This is an optimization exercise on Yosys and OpenROAD, whose aim is small area, a short achievable clock period and few clock cycles, not a production implementation.
No functional check of the RTL was part of any run shown here.

==> flow/design.v, too long to show whole: its modules and the start of the top module <==
// module aoc_div_step: 21 lines
// module aoc_day2: 1210 lines
module aoc_day2 (
    input         clock,
    input         reset,
    input  [63:0] data_value,
    input         data_valid,
    output        data_ready,
    output        result_valid,
    output [63:0] result_value
);
  // ...
==> flow/run.sh <==
#!/bin/bash
# synth_recipe.tcl (not shown) runs the flow's synth.tcl, then flattens the netlist and writes it again
# the make line also repeats each setting of config.mk as NAME=value (left out here)
make -C /OpenROAD-flow-scripts/flow DESIGN_CONFIG=/design/flow/config.mk WORK_HOME=/design/flow/orfs CLKGATE_MAP_FILE= SYNTH_SCRIPT=/design/flow/synth_recipe.tcl finish
==> flow/config.mk <==
export PLATFORM = sky130hd
export DESIGN_NAME = aoc_day2
export DESIGN_NICKNAME = aoc_day2
export VERILOG_FILES = /design/flow/design.v
export SDC_FILE = /design/flow/constraint.sdc
export NUM_CORES = 4
export LEC_CHECK = 0
export CAP_MARGIN = 20
export CORE_MARGIN = 2
export CORE_UTILIZATION = 40
export SLEW_MARGIN = 20
==> flow/constraint.sdc <==
create_clock -name core_clock -period 5.0 [get_ports {clock}]
set_input_delay 1.0000 -clock core_clock [delete_from_list [all_inputs] [get_ports {clock}]]
set_output_delay 1.0000 -clock core_clock [all_outputs]
set_load 0.01 [all_outputs]
==> results_dict.tcl, run 1 <==
set metrics [dict create \
    skew_ps 20.8 \
    synthAdderAreaFrac_pct 24.2 \
    routed-wl-met2_um 52000 \
    area_delta_synth_final_pct 16.8 \
    nonClkBufAreaFrac_pct 6.72 \
    crit_path_frequent_cell "fa_1" \
    cts.clk_slew.worst_paths_ps 60 \
    top_regs "div.cut.rem_q x96, div.cut.quo_q x72" \
    ys_ff_latch 623 \
    setup_viol 0 \
    drc 0 \
    synth.net_count 5822 \
    timing.rr.end "v_g[35]" \
    largest-register "div.cut.rem_q" \
    ys.flop_type "dfxtp_1" \
    rsz0062_at_grt "yes" \
    numSequentialCells 623 \
    detail_route.iter0.violations 1411 \
    dp_hpwl_um 84700 \
    synth_top_cell_by_area "dfxtp_1" \
    synth.avg_cell_area_um2 8.99 \
    maxSlewHeadroom_pct 39.8 \
    design_area_um2 53100 \
    dr.max_layer_used "met4" \
    ioPinCount 133 \
    hold_end "div[11].cut.quo_q[8]" \
    crit_family "adder cells" \
    grtUsageMet1_pct 21.9 \
    setup.worst_path.class "flop to flop" \
    cts.root.buffer_cell "clkbuf_16" \
    run_status "finished clean" \
    start_kind "flop" \
    dr_wl_met3_um 2790 \
    tns_ps 0 \
    clkSinkCount 623 \
    synth.most_common_cell "dfxtp_1" \
]
==> inputs of run 2 (changes only) <==
--- a/flow/config.mk
+++ b/flow/config.mk
@@ -8,4 +8,5 @@
 export CAP_MARGIN = 20
 export CORE_MARGIN = 2
-export CORE_UTILIZATION = 40
+export CORE_UTILIZATION = 65
+export PLACE_DENSITY = 0.75
 export SLEW_MARGIN = 20
==> run 2 against run 1 <==
  * Still clean on timing, DRC and antenna
  * Routed wire length rose by 6.5%
  * Sequential cell count did not move
  * Synthesized cell count unchanged
  * Worst hold slack gained 0.57 ps
  * Critical path type unchanged
  * Critical endpoint is now s_t[32]
  * Largest cell class unchanged
  * Highest routed layer is now met5
==> results_dict.tcl, run 2 <==
set metrics [dict create \
    run_status "finished clean" \
    antenna_found_initial 10 \
    setup.worst_path.class "flop to flop" \
    netlist.area_leader.share_pct 27.4 \
    dp_hpwl_um 88100 \
    drive_gt1_share_pct 12.0 \
    die_area_um2 72000 \
    nNetsFinal 6079 \
    tightest_slew_ps 970 \
    cts_buffers 70 \
    place_congestion 0.937 \
    clkSinkCount 623 \
    cts_tree "built" \
    die_w_um 268 \
    design_area_um2 52000 \
    routed-via-count 36200 \
    synth.net_count 5822 \
    core_um2 68900 \
    largest-register "div.cut.rem_q" \
    synth.avg_cell_area_um2 8.99 \
    ys.flop_type "dfxtp_1" \
    cts.clk_slew.worst_paths_ps 60 \
    fill_cells 5146 \
    finalCritPeriodShare_pct 96.3 \
    cts_hold_buf 0 \
    min_period_ps 4810 \
    timing.rr.end "s_t[32]" \
    synth.most_common_cell "dfxtp_1" \
    worstReg2RegStart "q_h[1]" \
    wl_per_cell_um 17.7 \
    port_buffers 102 \
    async_reset_ff_share_pct 0 \
    cts.root.buffer_cell "clkbuf_16" \
    routed_wl_um 111000 \
    ys_top_cells_by_count "623 x dfxtp_1, 529 x inv_1, 412 x ha_1" \
    max_freq_mhz 208 \
    worstHoldPathType "flop to flop" \
    maxSlewHeadroom_pct 35.2 \
    fp-row-count 96 \
    worst-path-max-fanout 6 \
    crit_path_start "q_h[1]" \
    area_delta_synth_final_pct 14.4 \
    netlist_instances 5052 \
    drv_slew 0 \
    hold_violations 0 \
    multi_input_area_um2 30800 \
    min_path_cells 0 \
    ioPinCount 133 \
    grt_max_degree 52 \
    drt.antenna.violating_nets 0 \
    detail_route.iter0.violations 2246 \
    h-tree-depth 3 \
    final_cell_mix "605 x dfxtp_1, 525 x inv_1, 407 x ha_1" \
    grt_usage_pct 31.1 \
    crit_path_end_kind "flop" \
    ys_ff_latch 623 \
    fin_util_pct 75.4 \
    synth_cell_types 107 \
    synth_top_cell_by_area "dfxtp_1" \
    largest_reg_flops 96 \
    grt_first_pass_wirelength_um 179000 \
    synthesis.area_um2 45400 \
    placed_area_um2 48900 \
    skew_ps 43.0 \
    drt-pass1-iter-count 6 \
    cp.arrival_ps 5340 \
    cts_buffer_depth 3 \
    maxCapViolations 0 \
    drc 0 \
    synth-edff-count 0 \
    setup_viol 0 \
    worstSkewPairLatency_ps 620 \
    layout_commonest_cell "dfxtp_1" \
    dieHeight_um 268 \
    start_kind "flop" \
    yosysSeqAreaShare_pct 27.4 \
    grt_pass1_vias 35400 \
    reg2regPathDepth 17 \
    yosys_warnings 1 \
    reg2reg_setup_slack_ps 190 \
    crit_required_ps 5520 \
    seq_area_um2 12500 \
    critPathCapture "s_t[32]" \
    top_regs "div.cut.rem_q x96, div.cut.quo_q x72" \
    hold_slack_ps 320 \
    overflow 0 \
    start_util_pct 65.9 \
    vias_per_cell 5.74 \
    netlist_top_cells_area "dfxtp_1 27%, fa_1 13%, ha_1 11%" \
]
## run 2: cell counts after synthesis
No cell type changed its count.
## run 2: stage by stage
step	TNS (ps)	cells	worst slack, ps
6_report	0	6304	187
5_1_grt	-545	6304	-53.7
4_1_cts	0	6280	10.7
3_5_place_dp	-890	6152	-95.0
3_3_place_gp	0	6152	9.47
2_1_floorplan	0	5052	8.60
## run 2: worst min path at each step
stage	start	endpoint	slack [ps]
finish	div[1].cut.lo_q[1]	div[3].cut.lo_q[1]	320
detailed placement	div[9].cut.quo_q[13]	div[11].cut.quo_q[13]	310
CTS	div[7].cut.quo_q[11]	div[9].cut.quo_q[11]	320
floorplan	div[9].cut.e_q	div[11].cut.e_q	310
global route	div[3].cut.n_q[4]	div[5].cut.n_q[4]	320
global placement	div[7].cut.e_q	div[9].cut.e_q	310
## run 2: layout make-up
class	count	share of cell area [%]
diodes	9	0.0433
clock buffers	85	3.65
clock inverters	42	1.08
inverters	540	3.92
multi-input cells	3716	59.2
flip-flops and latches	623	24.0
well taps	931	2.24
repair buffers	358	5.83
## run 2: timing repair
item / CTS / global route
resized for setup: 8 / 137
endpoints found under the setup margin: 33 / 125
buffers inserted: 1 / 15
pin swaps: 4 / 55
## run 2: per-layer routing
| layer | vias to the layer above | track usage [%] | share of wire [%] |
|---|---|---|---|
| met5 | - | 1.69 | 0.16 |
| met4 | 4 | 9.17 | 2.8 |
| met3 | 178 | 5.79 | 5.9 |
| met2 | 893 | 52.8 | 48 |
| met1 | 17400 | 40.2 | 43 |
| li1 | 17800 | - | - |
## run 2: cell families after synthesis
kind of cell,after synthesis,share of synthesized area (%)
adder cells (fa/ha/maj),703,24.2
XOR/XNOR,346,6.67
multiplexers,117,2.74
buffers and inverters,713,6.02
AO/OA/AOI/OAI,1224,18.2
AND/OR/NAND/NOR,1326,14.7
flip-flops,623,27.4
## run 2: worst max-delay path, stage by stage, from the launching register on
cell and delay (ps):
dfxtp_2 370, and2_1 170, fa_1 450, fa_1 550, inv_1 60, fa_1 410, inv_1 90, fa_1 440
fa_1 480, ha_1 370, o2111a_1 280, a21oi_1 100, nand2_1 140, a31oi_4 70, o31ai_2 340, nor3_1 80
o21bai_1 210, xnor2_2 170
==> inputs of run 3 (changes only) <==
--- a/flow/config.mk
+++ b/flow/config.mk
@@ -6,7 +6,7 @@
 export NUM_CORES = 4
 export LEC_CHECK = 0
-export CAP_MARGIN = 20
+export CAP_MARGIN = 5
 export CORE_MARGIN = 2
 export CORE_UTILIZATION = 65
 export PLACE_DENSITY = 0.75
-export SLEW_MARGIN = 20
+export SLEW_MARGIN = 5
==> run 3 against run 2 <==
  * Still clean
  * Worst hold slack unchanged
  * Core utilization did not move
  * Die area unchanged
  * Routed wire length stayed put
==> results_dict.tcl, run 3 <==
set metrics [dict create \
    area_delta_synth_final_pct 14.4 \
    synth_cell_types 107 \
    start_kind "flop" \
    drt.antenna.violating_nets 0 \
    detail_route.iter0.violations 2246 \
    crit_path_frequent_cell "fa_1" \
    core_um2 68900 \
    cts_buffers 70 \
    place_congestion 0.937 \
    dp_hpwl_um 88100 \
    timing.rr.end "s_t[32]" \
    path_buf_inv 2 \
    hold_violations 0 \
    run_status "finished clean" \
    synth.avg_cell_area_um2 8.99 \
    async_reset_ff_share_pct 0 \
    hold_slack_ps 320 \
    ys_ff_latch 623 \
    die_area_um2 72000 \
    largest-register "div.cut.rem_q" \
    yosysSeqAreaShare_pct 27.4 \
    nNetsFinal 6079 \
    cp.arrival_ps 5340 \
    maxCapViolations 0 \
    drc 0 \
    overflow 0 \
    worst-path-max-fanout 6 \
    antenna_found_initial 10 \
    synth.net_count 5822 \
    routed-via-count 36200 \
    netlist.area_leader.share_pct 27.4 \
    maxSlewHeadroom_pct 35.2 \
    ioPinCount 133 \
    path_cells "and2_1 > fa_1 > fa_1 > inv_1 > fa_1 > inv_1 > fa_1 > fa_1 > ha_1 > o2111a_1 > a21oi_1 > nand2_1 > a31oi_4 > o31ai_2 > nor3_1 > o21bai_1 > xnor2_2" \
    drive_gt1_share_pct 12.0 \
    fill_cells 5146 \
    synth_top_cell_by_area "dfxtp_1" \
    crit_required_ps 5520 \
    drv_slew 0 \
    slowest_stage "fa_1" \
    skew_ps 43.0 \
    top_regs "div.cut.rem_q x96, div.cut.quo_q x72" \
    worstReg2RegStart "q_h[1]" \
    die_w_um 268 \
    ys_top_cells_by_count "623 x dfxtp_1, 529 x inv_1, 412 x ha_1" \
    max_freq_mhz 208 \
    fp-row-count 96 \
    synthesis.area_um2 45400 \
    min_from "div[1].cut.lo_q[1]" \
    cts_tree "built" \
    crit_family "adder cells" \
    clkSinkCount 623 \
    h-tree-depth 3 \
    netlist_instances 5052 \
    routed_wl_um 111000 \
    reg2regPathDepth 17 \
    wl_per_cell_um 17.7 \
    grt_max_degree 52 \
    setup.worst_path.class "flop to flop" \
    yosys_warnings 1 \
    hold_end "div[3].cut.lo_q[1]" \
    vias_per_cell 5.74 \
    tightest_slew_ps 970 \
    largest_reg_flops 96 \
    slowest_delay_ps 550 \
    post-place-cells 6152 \
    pre_cts_slack_ps -95.0 \
    synth.most_common_cell "dfxtp_1" \
    synth-edff-count 0 \
    netlist_top_cells_area "dfxtp_1 27%, fa_1 13%, ha_1 11%" \
    tns_ps 0 \
    cts_hold_buf 0 \
    layout.cells.non_filler 6304 \
    cts_buffer_depth 3 \
    drt-pass1-iter-count 6 \
    grt_usage_pct 31.1 \
    cts.root.buffer_cell "clkbuf_16" \
    final_cell_mix "605 x dfxtp_1, 525 x inv_1, 407 x ha_1" \
    fin_util_pct 75.4 \
    worstSkewPairLatency_ps 620 \
    crit_path_end_kind "flop" \
    grt_pass1_vias 35400 \
    min_period_ps 4810 \
    port_buffers 102 \
    ys.flop_type "dfxtp_1" \
    layout_setup_ws_ps 187 \
    min_path_cells 0 \
    grt_first_pass_wirelength_um 179000 \
    finalCritPeriodShare_pct 96.3 \
    reg2reg_setup_slack_ps 190 \
    setup_viol 0 \
    dieHeight_um 268 \
    cts.clk_slew.worst_paths_ps 60 \
    worstHoldPathType "flop to flop" \
    start_util_pct 65.9 \
    layout_commonest_cell "dfxtp_1" \
]
==> run 3: kinds of logic (layout without fill, tap and decap cells) <==
group	count (synthesis)	count (layout)	share of synthesized area, %
AOI/OAI and AO/OA	1224	1224	18.2
xor gates and xnor gates	346	346	6.67
adders and majority gates	703	703	24.2
buffers and inverters	713	1025	6.02
DFF	623	623	27.4
muxes	117	117	2.74
other	0	9	0
and+or+nand+nor	1326	1326	14.7
==> run 3: how the worst max path moves through the flow <==
stage	to	startpoint	slack (ps)	depth (start not counted)
global placement	div[15].cut.rem_q[3]	div[13].cut.dg_q[0]	9	27
finish	s_t[32]	q_h[1]	190	17
detailed placement	div[15].cut.rem_q[3]	div[13].cut.dg_q[0]	-100	27
floorplan	div[11].cut.rem_q[3]	div[9].cut.dg_q[0]	9	28
CTS	div[13].cut.rem_q[7]	div[11].cut.dg_q[0]	10	28
global route	div[15].cut.rem_q[7]	div[13].cut.dg_q[2]	-50	27
==> run 3: layer usage <==
metal / share of wire [%] / GRT usage [%] / routed length, um / up-vias
met5: 0.16 / 1.69 / 181 / -
met4: 2.8 / 9.17 / 3120 / 4
met3: 5.9 / 5.79 / 6600 / 178
met2: 48 / 52.8 / 53200 / 893
met1: 43 / 40.2 / 48200 / 17400
li1: - / - / - / 17800
==> run 3: area by class of cell <==
cell class | count | area (um^2) | area share (%)
Timing Repair Buffer | 358 | 3030 | 5.83
Inverter | 540 | 2040 | 3.92
Tap cell | 931 | 1160 | 2.24
Clock inverter | 42 | 559 | 1.08
Sequential cell | 623 | 12500 | 24.0
Multi-Input combinational cell | 3716 | 30800 | 59.2
Antenna cell | 9 | 22.5 | 0.0433
Clock buffer | 85 | 1900 | 3.65
==> run 3: stage by stage <==
stage | instance area, um^2
after CTS | 51400
after floorplan | 45600
after detailed placement | 48900
after global placement | 48900
after global routing | 52000
final | 52000
==> run 3: what timing repair did <==
| item | in CTS | in global routing |
|---|---|---|
| buffers inserted | 1 | 15 |
| endpoints found under the setup margin | 33 | 125 |
| gates resized for setup | 8 | 137 |
| pin swaps | 4 | 55 |
==> inputs of run 4 (changes only) <==
--- a/flow/config.mk
+++ b/flow/config.mk
@@ -6,7 +6,7 @@
 export NUM_CORES = 4
 export LEC_CHECK = 0
-export CAP_MARGIN = 5
+export CAP_MARGIN = 20
 export CORE_MARGIN = 2
-export CORE_UTILIZATION = 65
-export PLACE_DENSITY = 0.75
-export SLEW_MARGIN = 5
+export CORE_UTILIZATION = 40
+export GPL_TIMING_DRIVEN = 0
+export SLEW_MARGIN = 20
==> run 4 against run 3 <==
  * Still clean on timing, DRC and antenna
  * Sequential cell count is the same
  * Routed wire length up 1.1%
  * Core utilization is 28 points lower
  * Sequential share of layout area down 0.50 points
  * Non-clock buffer count increased by 54
  * Worst setup slack got worse by 63 ps
  * Synthesized cell count did not move
  * Global-route usage shrank 12 points
  * Critical endpoint is now div[9].cut.rem_q[4]
  * First-iteration DRC count decreased by 19%
  * Final area grew 2.9%
==> results_dict.tcl, run 4 <==
set metrics [dict create \
    core_um2 113000 \
    largest_reg_flops 96 \
    grt_pass1_vias 36100 \
    setup_viol 0 \
    muxShareOfSynthArea_pct 2.74 \
    nNetsFinal 6132 \
    hold_violations 0 \
    finalCritPeriodShare_pct 97.5 \
    run_status "finished clean" \
    maxCapViolations 0 \
    antenna_cells 0 \
    path_buf_inv 6 \
    hold_end "div[1].cut.n_q[14]" \
    fin_util_pct 47.5 \
    dieHeight_um 341 \
    drive_gt1_share_pct 14.0 \
    design_area_um2 53500 \
    ys.flop_type "dfxtp_1" \
    synthXorXnorAreaFrac_pct 6.67 \
    cts_buffer_depth 3 \
    cts.root.buffer_cell "clkbuf_16" \
    slowest_delay_ps 370 \
    ys_top_cells_by_count "623 x dfxtp_1, 529 x inv_1, 412 x ha_1" \
    reg2regPathDepth 27 \
    synthSimpleGateAreaFrac_pct 14.7 \
    timing.rr.end "div[9].cut.rem_q[4]" \
    final_cell_mix "566 x dfxtp_1, 520 x inv_1, 386 x ha_1" \
    drt-pass1-iter-count 5 \
    fp-row-count 123 \
    rsz0062_at_grt "yes" \
    cts.clk_slew.worst_paths_ps 60 \
    crit_path_end_kind "flop" \
    h-tree-depth 3 \
    worstSkewPairLatency_ps 630 \
    start_util_pct 40.3 \
    synthAdderAreaFrac_pct 24.2 \
    drv_slew 0 \
    layout_commonest_cell "dfxtp_1" \
    crit_family "compound AO/OA/AOI/OAI gates" \
    synth.avg_cell_area_um2 8.99 \
    drt.antenna.violating_nets 0 \
    vias_per_cell 5.22 \
    largest-register "div.cut.rem_q" \
    clkSinkCount 623 \
    pre_cts_slack_ps -1190 \
    worstReg2RegStart "div[7].cut.dg_q[0]" \
    start_kind "flop" \
    routed_wl_um 112000 \
    dp_hpwl_um 88500 \
    setup.worst_path.class "flop to flop" \
    synth_top_cell_by_area "dfxtp_1" \
    routed-via-count 36100 \
    netlist_top_cells_area "dfxtp_1 27%, fa_1 13%, ha_1 11%" \
    grt_first_pass_wirelength_um 184000 \
    place_congestion 0.907 \
    synth_top_family_by_area "adder cells" \
    ys_ff_latch 623 \
    grt_max_degree 19 \
    synth.most_common_cell "dfxtp_1" \
    crit_required_ps 5530 \
    synth-edff-count 0 \
    synth-compound-area-share_pct 18.2 \
    min_path_cells 0 \
    antenna_found_initial 0 \
    grt_usage_pct 19.2 \
    ioPinCount 133 \
    tns_ps 0 \
    die_w_um 341 \
    port_buffers 93 \
    yosysSeqAreaShare_pct 27.4 \
    top_regs "div.cut.rem_q x96, div.cut.quo_q x72" \
    slowest_stage "dfxtp_4" \
    min_period_ps 4880 \
    detail_route.iter0.violations 1820 \
    fill_cells 10800 \
    cts_tree "built" \
    synthesis.area_um2 45400 \
    synth.net_count 5822 \
    die_area_um2 116000 \
    maxSlewHeadroom_pct 35.4 \
    skew_ps 28.9 \
    synth_cell_types 107 \
    reg2reg_setup_slack_ps 120 \
    max_freq_mhz 205 \
    yosys_warnings 1 \
    worstHoldPathType "flop to flop" \
    wl_per_cell_um 16.3 \
    layout_setup_ws_ps 124 \
    netlist.area_leader.share_pct 27.4 \
    worst-path-max-fanout 6 \
    placed_area_um2 48400 \
    drc 0 \
    min_from "b_sh[14]" \
    cts_buffers 69 \
    cp.arrival_ps 5400 \
    netlist_instances 5052 \
    async_reset_ff_share_pct 0 \
    overflow 0 \
    area_delta_synth_final_pct 17.8 \
    tightest_slew_ps 969 \
]
run 4: cell counts after synthesis:
No cell type changed its count.
run 4: worst register-to-register path, cell delays in order, from the launching register on:
cell and delay, ps:
dfxtp_4 370, or2_4 260, a21o_1 180, nand2_1 90, nand2_2 90, inv_2 70, ha_1 210, nor2b_1 130
o21a_1 180, o21a_1 180, o21ai_2 160, o211a_1 210, o21a_4 180, inv_8 40, buf_8 120, a21oi_1 340
ha_1 330, a21boi_1 130, o21ai_1 240, a21oi_2 120, a2111oi_4 320, a311o_1 230, o211a_1 160, buf_6 110
inv_2 40, buf_6 130, nor2_2 90, nor2_1 50
run 4: what timing repair did:
action,in CTS,in global routing
hold buffers,0,0
endpoints found under the setup margin,201,139
pin swaps,78,126
endpoints found under the hold margin,0,0
gates resized for setup,271,256
buffers inserted,71,101
cloned,1,1
run 4: layer usage:
metal  share of wire (%)  routed length (um)  GRT usage, %
met2                  50               55800          34.7
met4                 2.7                3050          5.24
met1                  44               49700          24.0
met3                 3.6                4000          2.18
met5                   0                   0             0
run 4: logic make-up (layout without fill, tap and decap cells):
kind of cell | Yosys count | in the layout
and+or+nand+nor | 1326 | 1326
adders and majority gates | 703 | 703
AOI/OAI and AO/OA | 1224 | 1224
xor gates and xnor gates | 346 | 346
muxes | 117 | 117
buffers and inverters | 713 | 1075
DFF | 623 | 623
run 4: how the worst max path moves through the flow:
stage,from,end,slack [ps],cells past startpoint
2_1_floorplan,div[9].cut.dg_q[0],div[11].cut.rem_q[3],9,28
3_3_place_gp,div[13].cut.dg_q[0],div[15].cut.rem_q[6],-1230,30
3_5_place_dp,div[13].cut.dg_q[1],div[15].cut.rem_q[6],-1190,30
6_report,div[7].cut.dg_q[0],div[9].cut.rem_q[4],120,27
4_1_cts,div[11].cut.dg_q[1],div[13].cut.rem_q[5],0.9,28
5_1_grt,div[7].cut.dg_q[0],div[9].cut.rem_q[4],-190,30
run 4: final cells by class:
type / instances / area, um^2 / area share [%]
plain buffers: 145 / 873 / 1.63
repair buffers: 267 / 2300 / 4.30
well taps: 1500 / 1880 / 3.51
flip-flops and latches: 623 / 12600 / 23.5
multi-input cells: 3716 / 31500 / 58.8
clock inverters: 41 / 513 / 0.958
clock buffers: 82 / 1850 / 3.45
inverters: 540 / 2060 / 3.84
run 4: stage by stage:
step                cells  hold slack [ps]
global route         6914              326
detailed placement   6645              312
global placement     6645              310
floorplan            5052              310
CTS                  6821              320
finish               6914              321

## port drivers added, routing unchanged
The results above use ideal ports. As a check the final layouts listed here were re-extracted and re-timed, cells and wires unchanged.
Step 1 (the two cells are an assumption about what drives the block):
set clk [get_ports {clock}]
set_driving_cell -lib_cell sky130_fd_sc_hd__clkbuf_16 $clk
set_driving_cell -lib_cell sky130_fd_sc_hd__buf_2 [delete_from_list [all_inputs] $clk]
Step 2 also shifts input and output timing later by t, the mid clock arrival at the registers, as if the neighbouring blocks saw the same clock.
Slacks: no drivers / after step 1 / after step 2; pairs: no drivers / after step 1.
| run | t, ns | slack for setup (ns) | worst setup path after step 2 | clock arrival spread, ns | pins driven straight from the clock port |
|---|---|---|---|---|---|
| run 1 | 0.673 | 0.198 / 0.198 / 0.198 | register to register | 0.027 / 0.027 | 1 |
| run 2 | 0.675 | 0.187 / 0.187 / 0.187 | register to register | 0.049 / 0.049 | 1 |
| run 3 | 0.675 | 0.187 / 0.187 / 0.187 | register to register | 0.049 / 0.049 | 1 |
| run 4 | 0.688 | 0.124 / 0.124 / 0.124 | register to register | 0.035 / 0.035 | 1 |
After both steps every run listed still meets setup and hold.
